Background: an optimization exercise with open tools, aiming at small area. Do not read the settings as production practice. Function was checked by simulation only, so behaviour that the tests miss may differ from the original. The clock input has no modelled driver; a real chip could not lean on it and would need a root buffer or a full tree. Power figures rest on the tool's default switching activity, not on a simulated workload.

// stopwatch
module stopwatch (
    input clk,
    input pb_rst,
    input pb_pause,
    input sw_select,
    input sw_mode,
    output [6:0] seven_seg,
    output [3:0] anode_count,
    output [1:0] Led
);
Settings: LEC_CHECK=0, CAP_MARGIN=20, CORE_MARGIN=2, CORE_UTILIZATION=40, SLEW_MARGIN=20; clock period 10.0 ns.
standard.sh (not shown) runs the stock make flow with config.mk's settings and CLKGATE_MAP_FILE= SYNTH_SCRIPT=/design/flow/synth_recipe.tcl, a recipe that flattens the netlist after the stock synthesis.
==> flow/flow/run.sh <==
#!/bin/bash
# Own layout flow: the standard ORFS flow, with
#  - synthesis mapped by an area-oriented abc script (flow/abc.script) and no
#    half/full-adder extraction; everything else in synth_recipe.tcl unchanged
#  - small buffers on the ports
#  - a clock tree of one buffer (flow/pre_cts.tcl)
set -euo pipefail
W=$PWD
cat > $W/my_synth.tcl <<EOS
proc abc {args} {
  set i [lsearch -exact \$args -script]
  if {\$i >= 0} { set args [lreplace \$args [expr {\$i + 1}] [expr {\$i + 1}] $W/flow/abc.script] }
  yosys abc {*}\$args
}
source $W/synth_recipe.tcl
EOS
export FLOW_CLK_BUF=sky130_fd_sc_hd__clkbuf_8
export FLOW_CLK_K=3
bash standard.sh SYNTH_SCRIPT=$W/my_synth.tcl ADDER_MAP_FILE= \
  "BUFFER_PORTS_ARGS=-buffer_cell sky130_fd_sc_hd__buf_1" \
  PRE_CTS_TCL=$W/flow/pre_cts.tcl \
  finish > $W/standard.log 2>&1
==> flow/flow/abc.script <==
strash
dc2
&get -n
&dch -f
&nf -R 1000 -a
&put
==> flow/flow/pre_cts.tcl <==
# Clock tree: the flip-flops are split into CLK_K groups by position (k-means);
# each group gets one clock buffer at its centroid, and the clock port drives
# only those buffers.
set block [ord::get_db_block]
set dbu [$block getDbUnitsPerMicron]
set k $::env(FLOW_CLK_K)
set pins {}
foreach it [[$block findNet clk] getITerms] {
  set loc [[$it getInst] getLocation]
  lappend pins [list [$it getName] [expr {double([lindex $loc 0]) / $dbu}] [expr {double([lindex $loc 1]) / $dbu}]]
}
set pins [lsort -real -index 1 $pins]
set n [llength $pins]
# initial centres: spread along x
set cents {}
for {set c 0} {$c < $k} {incr c} {
  set p [lindex $pins [expr {int(($c + 0.5) * $n / $k)}]]
  lappend cents [list [lindex $p 1] [lindex $p 2]]
}
for {set iter 0} {$iter < 20} {incr iter} {
  set groups {}
  for {set c 0} {$c < $k} {incr c} { lappend groups {} }
  foreach p $pins {
    set best 0
    set bd 1e30
    for {set c 0} {$c < $k} {incr c} {
      set cc [lindex $cents $c]
      set d [expr {abs([lindex $p 1] - [lindex $cc 0]) + abs([lindex $p 2] - [lindex $cc 1])}]
      if {$d < $bd} { set bd $d; set best $c }
    }
    lset groups $best [concat [lindex $groups $best] [list $p]]
  }
  set cents {}
  foreach g $groups {
    set sx 0.0
    set sy 0.0
    foreach p $g { set sx [expr {$sx + [lindex $p 1]}]; set sy [expr {$sy + [lindex $p 2]}] }
    set m [llength $g]
    if {$m == 0} { set m 1 }
    lappend cents [list [expr {$sx / $m}] [expr {$sy / $m}]]
  }
}
set c 0
foreach g $groups cc $cents {
  if {[llength $g] == 0} { continue }
  set loads {}
  foreach p $g { lappend loads [get_pins [lindex $p 0]] }
  puts "clock buffer $c: [llength $g] sinks at $cc"
  insert_buffer -buffer_cell $::env(FLOW_CLK_BUF) -net clk -load_pins $loads -location $cc -buffer_name clkbuf_$c -net_name clk_leaf_$c
  incr c
}
rename clock_tree_synthesis orig_clock_tree_synthesis
proc clock_tree_synthesis {args} {
  puts "clock_tree_synthesis skipped: the clock buffers were inserted by pre_cts.tcl"
}
The first run finished with timing, DRC and antenna clean.
==> next run, changes <==
Settings changed: CORE_UTILIZATION 40 to 70.
After rerunning: Via count rose by about 4.4%; worst setup slack is worse by 0.076 ns; power falls by about 0.6%; cell area shrinks by 2.1%.
==> next run, changes <==
==> flow/flow/abc.script (replaced) <==
strash
&get -n
&deepsyn -T 30 -S 2
&dch -f
&nf -R 1000 -a
&put
Settings changed: CORE_UTILIZATION 70 to 40.
The changed run completed without violations.
Worst setup slack got worse by 0.55 ns.
Final cell count is higher by 6.5%.
Global-route usage drops by 8.5 points.
Synthesized cell count falls by about 2.2%.
Power hardly moves.
==> next run, changes <==
--- a/flow/flow/run.sh
+++ b/flow/flow/run.sh
@@ -6 +6 @@
-#  - a clock tree of one buffer (flow/pre_cts.tcl)
+#  - a clock tree with no dummy loads
@@ -17,2 +16,0 @@
-export FLOW_CLK_BUF=sky130_fd_sc_hd__clkbuf_8
-export FLOW_CLK_K=3
@@ -21 +19 @@
-  PRE_CTS_TCL=$W/flow/pre_cts.tcl \
+  "CTS_ARGS=-sink_clustering_enable -repair_clock_nets -dont_use_dummy_load" \
==> flow/flow/abc.script (replaced) <==
strash
dc2
&get -n
&dch -f
&nf -R 1000 -a
&put
removed: flow/flow/pre_cts.tcl
Result: The changed run finished with timing, DRC and antenna clean. Hold slack barely changes. Setup slack gets better by 0.55 ns. Core utilization rises by 1.0 points. Global-route usage goes up by 0.26 points. Synthesized cell count came out higher by 2.3%. Routed wire length is higher by 3.7%. Total power went up by 8.8%. Fmax went up by 11%. Register-to-register slack improved by 0.29 ns. Via count goes up by 1.4%.
==> next run, changes <==
--- a/flow/flow/run.sh
+++ b/flow/flow/run.sh
@@ -19 +19 @@
-  "CTS_ARGS=-sink_clustering_enable -repair_clock_nets -dont_use_dummy_load" \
+  "CTS_ARGS=-repair_clock_nets -dont_use_dummy_load -buf_list sky130_fd_sc_hd__clkbuf_16 -root_buf sky130_fd_sc_hd__clkbuf_16" \
Result: The new run finished clean. Non-clock buffer count is unchanged. Worst setup slack got worse by 0.017 ns. Register-to-register slack got worse by 0.03 ns. Hold slack gets worse by 0.0048 ns. Wire length rises by 0.89%. Power climbs by 13%. Utilization goes up by 1.2 points. Cell count stays the same.
==> next run, changes <==
--- a/flow/flow/run.sh
+++ b/flow/flow/run.sh
@@ -19 +19 @@
-  "CTS_ARGS=-repair_clock_nets -dont_use_dummy_load -buf_list sky130_fd_sc_hd__clkbuf_16 -root_buf sky130_fd_sc_hd__clkbuf_16" \
+  "CTS_ARGS=-repair_clock_nets -dont_use_dummy_load -buf_list sky130_fd_sc_hd__clkbuf_8 -root_buf sky130_fd_sc_hd__clkbuf_8" \
Clock-buffer cell count does not change.
Setup slack improved by 0.017 ns.
Wire length is lower by 0.88%.
Fmax increases by 0.33%.
Via count stays flat.
Clock power falls by about 30%.
Non-clock buffer count is unchanged.
Cell area fell by about 2.5%.
Power came out lower by 11%.
In the first, second and third runs of this note the design's own scripts or RTL, not TritonCTS, make the clock network.

* * *

stopwatch, a different RTL version from the one above (not shown whole).
Size in the first run: about 220 cells after synthesis, roughly 50 flip-flops, ~1900 um2 of cells after synthesis.
Settings: LEC_CHECK=0, CAP_MARGIN=20, CORE_MARGIN=2, CORE_UTILIZATION=40, SLEW_MARGIN=20; clock period 10.0 ns.
==> flow/flow/run.sh <==
#!/bin/bash
# Own layout flow: the standard ORFS flow, with
#  - synthesis mapped by an area-oriented abc script (flow/abc.script) and no
#    half/full-adder extraction; everything else in synth_recipe.tcl unchanged
#  - small buffers on the ports
#  - a clock tree of FLOW_CLK_K buffers driven by the clock port (flow/pre_cts.tcl),
#    made stronger if its slew comes near the limit (flow/post_cts.tcl)
set -euo pipefail
W=$PWD
cat > $W/my_synth.tcl <<EOS
proc abc {args} {
  set i [lsearch -exact \$args -script]
  if {\$i >= 0} { set args [lreplace \$args [expr {\$i + 1}] [expr {\$i + 1}] $W/flow/abc.script] }
  yosys abc {*}\$args
}
source $W/synth_recipe.tcl
EOS
export FLOW_CLK_BUF=sky130_fd_sc_hd__clkbuf_8
export FLOW_CLK_BUF_BIG=sky130_fd_sc_hd__clkbuf_16
export FLOW_CLK_SLEW_PS=118
export FLOW_CLK_K=3
bash standard.sh SYNTH_SCRIPT=$W/my_synth.tcl ADDER_MAP_FILE= \
  "BUFFER_PORTS_ARGS=-buffer_cell sky130_fd_sc_hd__buf_1" \
  PRE_CTS_TCL=$W/flow/pre_cts.tcl POST_CTS_TCL=$W/flow/post_cts.tcl \
  finish > $W/standard.log 2>&1
==> flow/flow/post_cts.tcl <==
proc clk_pin_slew_max {} {
  set_propagated_clock [all_clocks]
  estimate_parasitics -placement
  set worst 0.0
  foreach pin [all_registers -clock_pins] {
    foreach prop {slew_max_rise slew_max_fall} {
      set s [get_property $pin $prop]
      if {$s > $worst} { set worst $s }
    }
  }
  unset_propagated_clock [all_clocks]
  return [expr {$worst * 1000.0}]
}
set w [clk_pin_slew_max]
puts "clock pin slew (placement estimate): $w ps"
if {$w > $::env(FLOW_CLK_SLEW_PS)} {
  foreach inst [get_cells clkbuf_*] {
    replace_cell $inst $::env(FLOW_CLK_BUF_BIG)
  }
  detailed_placement
  set w [clk_pin_slew_max]
  puts "clock buffers swapped for $::env(FLOW_CLK_BUF_BIG); clock pin slew (placement estimate): $w ps"
}
==> flow/flow/pre_cts.tcl <==
# Clock tree: the flip-flops are split into FLOW_CLK_K groups of nearly equal
# size by position (k-means with a capacity per group); each group gets one
# clock buffer at its centroid, and the clock port drives only those buffers.
set block [ord::get_db_block]
set dbu [$block getDbUnitsPerMicron]
set k $::env(FLOW_CLK_K)
set pins {}
foreach it [[$block findNet clk] getITerms] {
  set loc [[$it getInst] getLocation]
  lappend pins [list [$it getName] [expr {double([lindex $loc 0]) / $dbu}] [expr {double([lindex $loc 1]) / $dbu}]]
}
set pins [lsort -real -index 1 $pins]
set n [llength $pins]
set cap [expr {($n + $k - 1) / $k}]
set cents {}
for {set c 0} {$c < $k} {incr c} {
  set p [lindex $pins [expr {int(($c + 0.5) * $n / $k)}]]
  lappend cents [list [lindex $p 1] [lindex $p 2]]
}
for {set iter 0} {$iter < 30} {incr iter} {
  # all sink-centre pairs, nearest first; assign while the centre has room
  set pairs {}
  for {set i 0} {$i < $n} {incr i} {
    set p [lindex $pins $i]
    for {set c 0} {$c < $k} {incr c} {
      set cc [lindex $cents $c]
      lappend pairs [list [expr {abs([lindex $p 1] - [lindex $cc 0]) + abs([lindex $p 2] - [lindex $cc 1])}] $i $c]
    }
  }
  set pairs [lsort -real -index 0 $pairs]
  set owner [lrepeat $n -1]
  set count [lrepeat $k 0]
  foreach pr $pairs {
    lassign $pr d i c
    if {[lindex $owner $i] >= 0 || [lindex $count $c] >= $cap} { continue }
    lset owner $i $c
    lset count $c [expr {[lindex $count $c] + 1}]
  }
  set groups [lrepeat $k {}]
  for {set i 0} {$i < $n} {incr i} {
    set c [lindex $owner $i]
    lset groups $c [concat [lindex $groups $c] [list [lindex $pins $i]]]
  }
  set cents {}
  foreach g $groups {
    set sx 0.0
    set sy 0.0
    foreach p $g { set sx [expr {$sx + [lindex $p 1]}]; set sy [expr {$sy + [lindex $p 2]}] }
    set m [llength $g]
    if {$m == 0} { set m 1 }
    lappend cents [list [expr {$sx / $m}] [expr {$sy / $m}]]
  }
}
set c 0
foreach g $groups cc $cents {
  if {[llength $g] == 0} { continue }
  set loads {}
  foreach p $g { lappend loads [get_pins [lindex $p 0]] }
  puts "clock buffer $c: [llength $g] sinks at $cc"
  insert_buffer -buffer_cell $::env(FLOW_CLK_BUF) -net clk -load_pins $loads -location $cc -buffer_name clkbuf_$c -net_name clk_leaf_$c
  incr c
}
rename clock_tree_synthesis orig_clock_tree_synthesis
proc clock_tree_synthesis {args} {
  puts "clock_tree_synthesis skipped: the clock buffers were inserted by pre_cts.tcl"
}
Other scripts of this flow, unchanged in this note and not shown: flow/flow/abc.script
==> next run, changes <==
--- a/flow/flow/run.sh
+++ b/flow/flow/run.sh
@@ -20 +20 @@
-export FLOW_CLK_SLEW_PS=118
+export FLOW_CLK_SLEW_PS=105
Outcome: The new run completed without violations. Combinational power is about the same. Core utilization is higher by 0.72 points. Clock skew is about the same. Worst hold slack gets worse by 0.0080 ns. Synthesized cell count does not change.
==> next run, changes <==
--- a/flow/flow/run.sh
+++ b/flow/flow/run.sh
@@ -18,3 +18,3 @@
-export FLOW_CLK_BUF=sky130_fd_sc_hd__clkbuf_8
-export FLOW_CLK_BUF_BIG=sky130_fd_sc_hd__clkbuf_16
-export FLOW_CLK_SLEW_PS=105
+export FLOW_CLK_BUF=sky130_fd_sc_hd__buf_6
+export FLOW_CLK_BUF_UP="sky130_fd_sc_hd__clkbuf_8 sky130_fd_sc_hd__clkbuf_16"
+export FLOW_CLK_SLEW_PS=118
--- a/flow/flow/post_cts.tcl
+++ b/flow/flow/post_cts.tcl
@@ -16 +16,2 @@
-if {$w > $::env(FLOW_CLK_SLEW_PS)} {
+foreach cell $::env(FLOW_CLK_BUF_UP) {
+  if {$w <= $::env(FLOW_CLK_SLEW_PS)} { break }
@@ -18 +19 @@
-    replace_cell $inst $::env(FLOW_CLK_BUF_BIG)
+    replace_cell $inst $cell
@@ -22 +23 @@
-  puts "clock buffers swapped for $::env(FLOW_CLK_BUF_BIG); clock pin slew (placement estimate): $w ps"
+  puts "clock buffers swapped for $cell; clock pin slew (placement estimate): $w ps"
=>
- synthesized cell count is unchanged
- critical path depth is unchanged
- hold slack is better by 0.0091 ns
- routed wire length is about the same
- first-iteration DRC count is higher by 3.6%
- global-route usage is unchanged
- worst setup slack is worse by 0.019 ns
- register-to-register slack is worse by 0.02 ns
- final cell count is unchanged
- total power is lower by 7.9%
- via count is lower by 0.41%
==> next run, changes <==
--- a/flow/flow/run.sh
+++ b/flow/flow/run.sh
@@ -18,2 +18,2 @@
-export FLOW_CLK_BUF=sky130_fd_sc_hd__buf_6
-export FLOW_CLK_BUF_UP="sky130_fd_sc_hd__clkbuf_8 sky130_fd_sc_hd__clkbuf_16"
+export FLOW_CLK_BUF=sky130_fd_sc_hd__buf_4
+export FLOW_CLK_BUF_UP="sky130_fd_sc_hd__buf_6 sky130_fd_sc_hd__clkbuf_8 sky130_fd_sc_hd__clkbuf_16"
@@ -21 +21 @@
-export FLOW_CLK_K=3
+export FLOW_CLK_K=4
What happened: The changed run finished with timing, DRC and antenna clean; via count is higher by 0.88%; worst setup slack improves by 0.025 ns; core utilization is higher by 0.24 points; final cell count is higher by 0.34%; wire length stays flat; die area is unchanged.
No run of this note takes its clock network from TritonCTS; it comes from the design's own scripts or RTL.

[static timing again, ports no longer ideal]
The results above use ideal ports. As a check the final layouts listed here were re-extracted and re-timed, cells and wires unchanged.
Step 1 sets driving cells, clkbuf_16 on the clock port and buf_2 on the other inputs (assumed; they add their load-dependent delay and slew).
Step 2, shift: input delay + t, output delay - t, t = (earliest + latest rising clock arrival at the registers) / 2. This alone moves slack from input paths to output paths.
Slacks: ideal / step 1 / step 2; pairs: ideal / step 1.
run | shift t [ns] | slack for setup (ns) | worst setup path after step 2 | worst data-port slew with drivers (ns) | cell pins on the clock port's net
the first run of note 1 | 0.197 | 4.932 / 4.909 / 4.909 | input to output | 0.03 | 3
the second run of note 1 | 0.190 | 4.856 / 4.816 / 4.875 | input to output | 0.03 | 3
the third run of note 1 | 0.198 | 4.306 / 4.269 / 4.269 | input to output | 0.05 | 3
the fourth run of note 1 | 0.315 | 4.854 / 4.829 / 4.910 | input to output | 0.03 | 1
the fifth run of note 1 | 0.309 | 4.837 / 4.805 / 4.910 | input to output | 0.03 | 1
the sixth run of note 1 | 0.315 | 4.854 / 4.829 / 4.910 | input to output | 0.03 | 1
the first run of note 2 | 0.201 | 4.837 / 4.790 / 4.935 | input to output | 0.04 | 3
the second run of note 2 | 0.194 | 4.872 / 4.814 / 4.933 | input to output | 0.04 | 3
the third run of note 2 | 0.180 | 4.854 / 4.805 / 4.934 | input to output | 0.04 | 3
the fourth run of note 2 | 0.172 | 4.878 / 4.820 / 4.936 | input to output | 0.04 | 4
After both steps every run listed still meets setup and hold. For the third run of note 1, which loses most, drivers alone change the setup slack by -0.037 ns; drivers and shift together by -0.037 ns.
